Context: an optimization exercise on an open-source flow, tuned for small area, a short achievable clock period and few clock cycles per item. The choices shown serve that exercise and are no tape-out recipe.
Function not checked in this run: the RTL went through the layout flow alone.
No activity file was given, so power comes from the tool's default toggle rates.

### constraint.sdc
create_clock -name core_clock -period 13.0 [get_ports {clk}]
set_input_delay 2.6000 -clock core_clock [delete_from_list [all_inputs] [get_ports {clk}]]
set_output_delay 2.6000 -clock core_clock [all_outputs]
set_load 0.01 [all_outputs]
### design.v
module instr_fields (
  input  logic [31:0] instr,
  output logic [6:0]  op,        
  output logic [2:0]  func,      
  output logic [3:0]  rd,
  output logic [3:0]  rs1,
  output logic [3:0]  rs2,
  output logic [31:0] imm,       
  output logic [31:0] immofs,    
  output logic [31:0] lui        
);
  assign op   = instr[6:0];
  assign rd   = instr[10:7];
  assign func = instr[14:12];
  assign rs1  = instr[18:15];
  assign rs2  = instr[23:20];
  always_comb begin
    imm = {{20{instr[31]}}, instr[31:20]};
  end
  always_comb begin
    immofs = {{20{instr[31]}}, instr[31:25], instr[11:7]};
  end
  always_comb begin
    lui = {instr[31:12], 12'b0};
  end
endmodule
module control (
  input  logic [6:0] opcode,    
  input  logic [2:0] func,       
  output logic       oeram,         
  output logic       weram,         
  output logic       immselsorl,    
  output logic       isload,        
  output logic       lwlbu,         
  output logic       islui,         
  output logic       jumpornot,
  output logic       immorR2      
);
  localparam logic [6:0] OP_RTYPE  = 7'b0110011;  
  localparam logic [6:0] OP_ITYPE  = 7'b0010011;  
  localparam logic [6:0] OP_LOAD   = 7'b0000011;  
  localparam logic [6:0] OP_STORE  = 7'b0100011;  
  localparam logic [6:0] OP_LUI    = 7'b0110111;  
  localparam logic [6:0] OP_JALR   = 7'b1100111;  
  localparam logic [2:0] F3_ADDI = 3'b000;
  localparam logic [2:0] F3_LW   = 3'b010;
  localparam logic [2:0] F3_LBU  = 3'b100;
  localparam logic [2:0] F3_SW   = 3'b010;
  localparam logic [2:0] F3_SB   = 3'b000;
  localparam logic [2:0] F3_JALR = 3'b000;
  logic is_add, is_addi, is_lw, is_lbu, is_sw, is_sb, is_store, is_jalr;
  always_comb begin
    is_add   = (opcode == OP_RTYPE);                       
    is_addi  = (opcode == OP_ITYPE) && (func == F3_ADDI);
    is_lw    = (opcode == OP_LOAD)  && (func == F3_LW);
    is_lbu   = (opcode == OP_LOAD)  && (func == F3_LBU);
    is_sw    = (opcode == OP_STORE) && (func == F3_SW);
    is_sb    = (opcode == OP_STORE) && (func == F3_SB);
    is_store = is_sw || is_sb;
    is_jalr  = (opcode == OP_JALR)  && (func == F3_JALR);
  end
  always_comb begin
    oeram      = 1'b0;
    weram      = 1'b0;
    immselsorl = 1'b0;  
    isload     = 1'b0;
    lwlbu      = 1'b0;
    islui      = 1'b0;
    jumpornot  = 1'b0;
    immorR2    = 1'b0;
    if (is_add) begin
      immorR2 = 1'b1;
    end
    if (is_lw || is_lbu) begin
      oeram  = 1'b1;
      weram  = 1'b0;
      isload = 1'b1;
      lwlbu  = is_lbu;    
    end
    if (is_store) begin
      oeram  = 1'b0;      
      weram  = 1'b1;
      immselsorl = 1'b1;
    end
    if (opcode == OP_LUI) begin
      islui = 1'b1;
      oeram = 1'b0;
      weram = 1'b0;
    end
    if (is_jalr) begin
      jumpornot = 1'b1;
      immselsorl = 1'b0;
      oeram = 1'b0;
      weram = 1'b0;
    end
  end
endmodule
module regfile #(
  parameter int NREGS = 16    
) (
  input  logic        clk,
  input  logic        rst,        
  input  logic        we,       
  input  logic [$clog2(NREGS)-1:0] rs1,
  input  logic [$clog2(NREGS)-1:0] rs2,
  input  logic [$clog2(NREGS)-1:0] rd,
  input  logic [31:0] wdata,
  output logic [31:0] rdata1,
  output logic [31:0] rdata2,
  output logic [31:0] dbg_R10   
);
  logic [31:0] regs [0:NREGS-1];
  always_comb begin
    rdata1 = (rs1 == '0) ? 32'd0 : regs[rs1];
    rdata2 = (rs2 == '0) ? 32'd0 : regs[rs2];
  end
  assign dbg_R10 = regs[10];
  integer i;
  always_ff @(posedge clk) begin
    if (rst) begin
      for (i = 0; i < NREGS; i++) regs[i] <= 32'd0;
    end else begin
      if (we && (rd != '0)) begin
        regs[rd] <= wdata;
      end  
    end
  end
endmodule
module alu (
  input  logic [31:0] R1,         
  input  logic [31:0] R2,         
  input  logic  [31:0]  imm_sel,     
  input  logic        immorR2,
  input logic   [31:0] imm,    
  input  logic [31:0] pc,         
  output logic [31:0] alures,     
  output logic [31:0] pcjump,     
  output logic [31:0] pc4,        
  output logic [31:0] addr,       
  output logic [1:0]  addr10      
);
  assign pc4 = pc + 32'd4;
  logic [31:0] immR2_res;
  assign immR2_res = (immorR2) ? R2: imm_sel;
  assign alures = R1 + immR2_res;
  assign addr   = alures >> 2;    
  assign addr10 = alures[1:0];    
  assign pcjump = (R1 + imm) & 32'hFFFF_FFFE;
endmodule
module writeback (
  input  logic [31:0] alures,      
  input  logic [31:0] ramout,       
  input  logic [1:0]  addr10,       
  input  logic [31:0] lui,          
  input  logic [31:0] pc4,     
  input  logic        lwlbu,     
  input  logic        isload,       
  input  logic        is_lbu,         
  input  logic        islui,         
  input  logic        jumpornot,     
  output logic [31:0] wdata
);
  logic [31:0] load_value;
  always_comb begin
    if (lwlbu) begin
      case (addr10)
        2'd0: load_value = {24'd0, ramout[7:0]};
        2'd1: load_value = {24'd0, ramout[15:8]};
        2'd2: load_value = {24'd0, ramout[23:16]};
        2'd3: load_value = {24'd0, ramout[31:24]};
      endcase
    end else begin
      load_value = ramout;  
    end
  end
  logic [31:0] alu_or_load;
  assign alu_or_load = isload ? load_value : alures;
  logic [31:0] lui_or_prev;
  assign lui_or_prev = islui ? lui : alu_or_load;
  assign wdata = jumpornot ? pc4 : lui_or_prev;
endmodule
module pcrom_port (
  input  logic        clk,
  input  logic        rst,
  input  logic [31:0] pcjump,
  input  logic        jumpornot,
  output logic [31:0] pc,
  output logic [31:0] instr,
  output logic [31:0] imem_addr,
  input  logic [31:0] imem_rdata
);
  always_ff @(posedge clk) begin
    if (rst)              pc <= 32'h8000_0000;
    else if (jumpornot)   pc <= pcjump;
    else                  pc <= pc + 32'd4;
  end
  assign imem_addr = pc;
  always_comb begin
    if (rst) instr = 32'h0000_0013;
    else     instr = imem_rdata;
  end
endmodule
module ram_port (
  input  logic [31:0] addr,      
  input  logic [1:0]  addr10,    
  input  logic        weram,
  input  logic        oeram,
  input  logic [2:0]  func,      
  input  logic [31:0] R2,
  output logic [31:0] ramout,
  output logic        dmem_we,
  output logic [31:0] dmem_addr,
  output logic [3:0]  dmem_wmask,
  output logic [31:0] dmem_wdata,
  input  logic [31:0] dmem_rdata
);
  logic [31:0] byte_addr;
  always_comb begin
    byte_addr = {addr[29:0], 2'b00};
  end
  always_comb begin
    if (oeram) ramout = dmem_rdata;
    else       ramout = 32'd0;
  end
  logic [3:0]  wmask4;
  logic [31:0] wdata_aligned;
  always_comb begin
    wmask4 = 4'b0000;
    wdata_aligned = 32'd0;
    case (func)
      3'b000: begin  
        wmask4 = (4'b0001 << addr10);
        wdata_aligned = ({24'd0, R2[7:0]} << (8 * addr10));
      end
      3'b010: begin  
        wmask4 = 4'b1111;
        wdata_aligned = R2;
      end
      default: begin
        wmask4 = 4'b0000;
        wdata_aligned = 32'd0;
      end
    endcase
  end
  assign dmem_we    = weram;
  assign dmem_addr  = byte_addr;
  assign dmem_wmask = wmask4;
  assign dmem_wdata = wdata_aligned;
endmodule
module miniRV_top (
  input  logic        clk,
  input  logic        rst,
  output logic [31:0] imem_addr,
  input  logic [31:0] imem_rdata,
  output logic        dmem_we,
  output logic [31:0] dmem_addr,
  output logic [3:0]  dmem_wmask,
  output logic [31:0] dmem_wdata,
  input  logic [31:0] dmem_rdata,
  output logic        halt
);
  logic [31:0] pc;
  logic [31:0] instr;
  logic [6:0]  opcode;
  logic [2:0]  func;         
  logic [3:0]  rs1, rs2, rd;
  logic [31:0] imm_i;        
  logic [31:0] imm_s;        
  logic [31:0] imm_u;        
  logic        oeram;
  logic        weram;
  logic        immselsorl;    
  logic        isload;        
  logic        lwlbu;         
  logic        islui;         
  logic        jumpornot;     
  logic        immorR2;
  logic     we;
  logic is_ebreak;
assign is_ebreak = (instr == 32'h0010_0073);
assign halt = is_ebreak;
  logic [31:0] R1, R2;
  assign we = (opcode != 7'h23) && !is_ebreak;  
  logic [31:0] alures;
  logic [31:0] pcjump;
  logic [31:0] pc4;
  logic [31:0] addr;         
  logic [1:0]  addr10;       
  logic [31:0] ramout;
  logic [31:0] wdata;
  logic [31:0] imm_sel;
  assign imm_sel = (immselsorl) ? imm_s : imm_i;
  pcrom_port u_pcrom (
  .clk       (clk),
  .rst       (rst),
  .pcjump    (pcjump),
  .jumpornot (jumpornot),
  .pc        (pc),
  .instr     (instr),
  .imem_addr (imem_addr),
  .imem_rdata(imem_rdata)
);
  instr_fields u_instr_fields (
    .instr  (instr),
    .op (opcode),
    .func   (func),
    .rs1    (rs1),
    .rs2    (rs2),
    .rd     (rd),
    .imm  (imm_i),
    .immofs  (imm_s),
    .lui  (imm_u)
  );
  control u_control (
    .opcode     (opcode),
    .func       (func),
    .oeram      (oeram),
    .weram      (weram),
    .immselsorl (immselsorl),
    .isload     (isload),
    .lwlbu      (lwlbu),
    .islui      (islui),
    .jumpornot  (jumpornot),
    .immorR2    (immorR2)
  );
  regfile u_regfile (
    .clk    (clk),
    .rst    (rst),
    .rs1    (rs1),
    .rs2    (rs2),
    .rd     (rd),    
    .wdata  (wdata),
    .rdata1     (R1),
    .we (we),
    .rdata2     (R2),
    .dbg_R10    ()
  );
  alu u_alu (
    .R1       (R1),
    .R2       (R2),
    .imm_sel   (imm_sel),    
    .pc       (pc),
    .immorR2  (immorR2),
    .imm      (imm_i),
    .pcjump   (pcjump),
    .alures   (alures),
    .addr     (addr),
    .addr10   (addr10),
    .pc4      (pc4)
  );
  ram_port u_ram (
  .addr  (addr),
  .addr10(addr10),
  .weram (weram),
  .oeram (oeram),
  .func  (func),
  .R2    (R2),
  .ramout(ramout),
  .dmem_we   (dmem_we),
  .dmem_addr (dmem_addr),
  .dmem_wmask(dmem_wmask),
  .dmem_wdata(dmem_wdata),
  .dmem_rdata(dmem_rdata)
);
  writeback u_writeback (
    .alures        (alures),
    .ramout        (ramout),
    .lwlbu        (lwlbu),
    .islui         (islui),
    .isload        (isload),
    .jumpornot     (jumpornot),   
    .lui         (imm_u),
    .pc4           (pc4),
    .wdata         (wdata),
    .addr10       (addr10)
  );
endmodule
### config.mk
export PLATFORM = sky130hd
export DESIGN_NAME = miniRV_top
export DESIGN_NICKNAME = miniRV_top
export VERILOG_FILES = /design/flow/design.v
export SDC_FILE = /design/flow/constraint.sdc
export NUM_CORES = 4
export LEC_CHECK = 0
export CAP_MARGIN = 20
export CORE_MARGIN = 2
export CORE_UTILIZATION = 40
export SLEW_MARGIN = 20
### run.sh
#!/bin/bash
# synth_recipe.tcl (not shown) runs the flow's synth.tcl, then flattens the netlist and writes it again
# the make line also repeats each setting of config.mk as NAME=value (left out here)
make -C /OpenROAD-flow-scripts/flow DESIGN_CONFIG=/design/flow/config.mk WORK_HOME=/design/flow/orfs CLKGATE_MAP_FILE= SYNTH_SCRIPT=/design/flow/synth_recipe.tcl finish
==> summary.txt <==
[worst min-delay path by stage]
stage	start	end	slack (ns)	cells after the start
after global routing	u_pcrom.pc[1]	u_pcrom.pc[1]	0.54	2
after detailed placement	u_pcrom.pc[1]	u_pcrom.pc[1]	0.51	2
after global placement	u_pcrom.pc[1]	u_pcrom.pc[1]	0.50	2
final	u_pcrom.pc[1]	u_pcrom.pc[1]	0.51	2
after floorplan	u_pcrom.pc[1]	u_pcrom.pc[1]	0.51	2
after CTS	u_pcrom.pc[1]	u_pcrom.pc[1]	0.52	2
[critical path, cell delays in order]
cell             delay (ns)
buf_6                  0.40
nor2b_4                1.02
mux4_2                 0.61
a21oi_1                0.16
nor2_1                 0.05
a21oi_1                0.57
nor2_1                 0.15
ha_1                   0.41
nand2_1                0.12
nor3_1                 0.19
o21ai_1                0.09
a21boi_1               0.49
o211ai_2               0.23
a21o_1                 0.26
a21oi_1                0.20
o311a_1                0.20
and2_1                 0.18
clkdlybuf4s50_1        0.56
[routing by layer]
layer  wire, um  up-vias  global-route usage [%]
met2      62200     2322                    51.2
met4       8570        4                    18.0
li1           -    12600                       -
met5         29        -                       0
met3      18000      452                    7.85
met1      53200    14500                    44.2
[cell usage after synthesis (all sizes together), types with 35 or more instances]
cell type,n,area share [%]
nand2,218,2.6
o21ai,124,2.0
xor2,35,0.96
mux2,44,1.6
inv,57,0.67
a221oi,56,1.6
a31oi,71,1.4
edfxtp,480,45
xnor2,40,1.1
a21oi,351,5.5
nand3,36,0.56
o221ai,35,0.96
clkbuf,228,2.7
ha,62,2.4
buf,71,1.1
nand2b,54,1.1
mux4,36,2.5
o22ai,70,1.4
mux2i,100,3.1
nor2,690,8.3
a22oi,70,1.6
[layout make-up]
| type | instances | area [um2] | area share [%] |
|---|---|---|---|
| Clock buffer | 66 | 1440 | 3.92 |
| Timing Repair Buffer | 289 | 2620 | 7.16 |
| Clock inverter | 38 | 345 | 0.942 |
| Inverter | 59 | 221 | 0.604 |
| Multi-Input combinational cell | 2505 | 15700 | 42.8 |
| Tap cell | 1050 | 1310 | 3.58 |
| Sequential cell | 511 | 15000 | 41.0 |
[kinds of logic after synthesis]
family	Yosys count	synth area share [%]
xor gates and xnor gates	75	2.06
muxes	180	7.22
and+or+nand+nor	1180	16.2
AOI/OAI and AO/OA	1003	20.4
buffers and inverters	358	4.47
adders and majority gates	64	2.55
DFF	511	47.1
other	1	0.0117
[sequential cells by signal, summed over array words and instances (netlist names)]
signal,cells
u_regfile.regs,480
u_pcrom.pc,31
[power by group]
| part | switching (mW) | internal, mW |
|---|---|---|
| Combinational | 0.641 | 0.308 |
| Clock | 0.710 | 0.892 |
| Sequential | 0.0397 | 1.87 |
[layout by cell type, fill, tap and decap left out, types with 32 or more instances in the layout]
cell	synthesis	routed
nand2b_1	54	37
buf_4	5	121
mux4_2	36	36
edfxtp_1	480	480
o221ai_1	35	35
clkdlybuf4s50_1	0	157
clkbuf_16	0	56
mux2_2	43	43
inv_1	57	57
nor3b_1	33	33
nand2_1	218	205
a221oi_1	55	54
xor2_1	35	35
a21oi_1	349	349
mux2i_1	100	100
a31oi_1	70	70
nor2_1	670	667
a21o_1	33	33
xnor2_1	40	40
nand3_1	36	32
ha_1	62	62
o22ai_1	70	70
o21ai_0	114	114
a22oi_1	70	70
==> summary.txt <==
- Slew Viols, Final: 0
- Final Cell Area: 0.0367 mm2
- Total Nets Final: 3552
- Mapped Cells: 3372
- Final Critical Period: 11.19 ns
- FF-to-FF Start: u_regfile.regs[13][16]
- Distinct cells, synth: 90
- DRC Markers: 0
- DR WL/cell: 31.4 um
- Pin count of the biggest net entering global routing: 115
- Clock latency (worst-skew pair): 0.63 ns
- Die height: 287 um
- Worst setup EP type: output port
- Initial drt markers: 4748
- Maximum fanout along the worst path: 51
- CTS-repair resized insts: 0
- Hold Fails Final Rpt: 0
- Maximum clock frequency: 89.4 MHz
- Setup ws final: 1.81 ns
- # setup viols final: 0
- CP required: 10.40 ns
- Post-Route WL: 142000 um
- Count of yosys warnings during synthesis: 6
- Share of layout cells above drive strength 1: 11.2%
- First-pass GRT wire length: 200000 um
- HPWL after detailed placement: 89900 um
- Total CTS buffers: 56
- FF-to-FF setup slack: 7.65 ns
- Sequential share of the synthesized area: 47.1%
- Grt ovf: 0
- Clk_skew: 0.0145 ns
- Worst hold slack: 0.511 ns
- Initial antenna violation count: 4
- Buffer depth of the longest clock path: 3
- RSZ-0062 raised after global routing: no
- R2R depth: 15
- Antenna Nets Post-Route: 0
- Layout Area Growth over Synthesis: 14.8%
- Starting Density: 40.4%
- Max-slew headroom: 19.2%
- Startpoint Class: input pin
- Worst Setup EP: dmem_addr[31]
- Via count: 29900
- Setup TNS after final layout: 0 ns
- Post-CTS Hold Fix Bufs: 0
- Non-Filler Instances: 4518
- Avg Cell Area, Syn: 9.47 um2
- Flops & latches, synth: 511
- Crit Path Category: in2out
- Core Util, Final: 46.4%
- Cell area after synthesis: 0.0319 mm2
- GP Congestion: 1.00
- Crit. Startpoint: imem_rdata[15]
- Clk sinks: 511
- Fill cells: 7470
- P_leak: 13.3 nW
- Io pins: 168
- Vias in the first global route: 27800
- FF-to-FF End: u_regfile.regs[10][29]
- H-tree depth: 2
- HP Class: reg2reg
- Post-synth EDFFs: 480
- Core ar.: 0.0790 mm2
- PD cells: 122 mW/mm2
- Final Power: 4.46 mW
- Top_reg_cell synth: edfxtp_1
- Final period util: 86.1%
- Post-synth ARST share: 0%
- Die ar.: 0.0821 mm2
- Worst IR Drop VDD: 111 uV
- GRT Overall Usage: 33.6%
- Dpl cell area: 0.0349 mm2
- Row Count: 103
- Antenna Cells: 0
- Root Driver: clkbuf_16
- Pre-CTS WS: 1.84 ns
- Worst Max-Slew Pin Slew: 1.21 ns
- Die outline width: 287 um
- Max cap viols: 0
- Drt via density: 6.61
- CTS tree: yes
- Outcome: complete, no violations
- Placed Cells: 4414
- # port buffers: 164
- Crit path DAT: 8.59 ns
- Iteration count of the initial detailed-routing pass: 6
- CTS clk-pin slew, worst paths: 0.06 ns
- Setup bufs post-CTS: 0

-- separate check: timing with driven ports --
The results above use ideal ports. As a check the final layout listed here was re-extracted and re-timed, cells and wires unchanged. Step 1 sets driving cells, clkbuf_16 on the clock port and buf_2 on the other inputs (assumed; they add their load-dependent delay and slew). Step 2 moves the port delays by t, midway between the first and last clock arrival at a register: inputs arrive t later, outputs are due t later. That takes back most of the time a late clock gives input paths. Slacks: ideal / step 1 / step 2; pairs: ideal / step 1.
t (ns): 0.692
setup WS [ns]: 1.811 / 1.773 / 1.773
hold WS [ns]: 0.511 / 0.511 / 0.511
latest minus earliest clock arrival (ns): 0.014 / 0.015
After both steps this run still meets setup and hold. For this run, drivers alone change the setup slack by -0.038 ns; drivers and shift together by -0.038 ns.
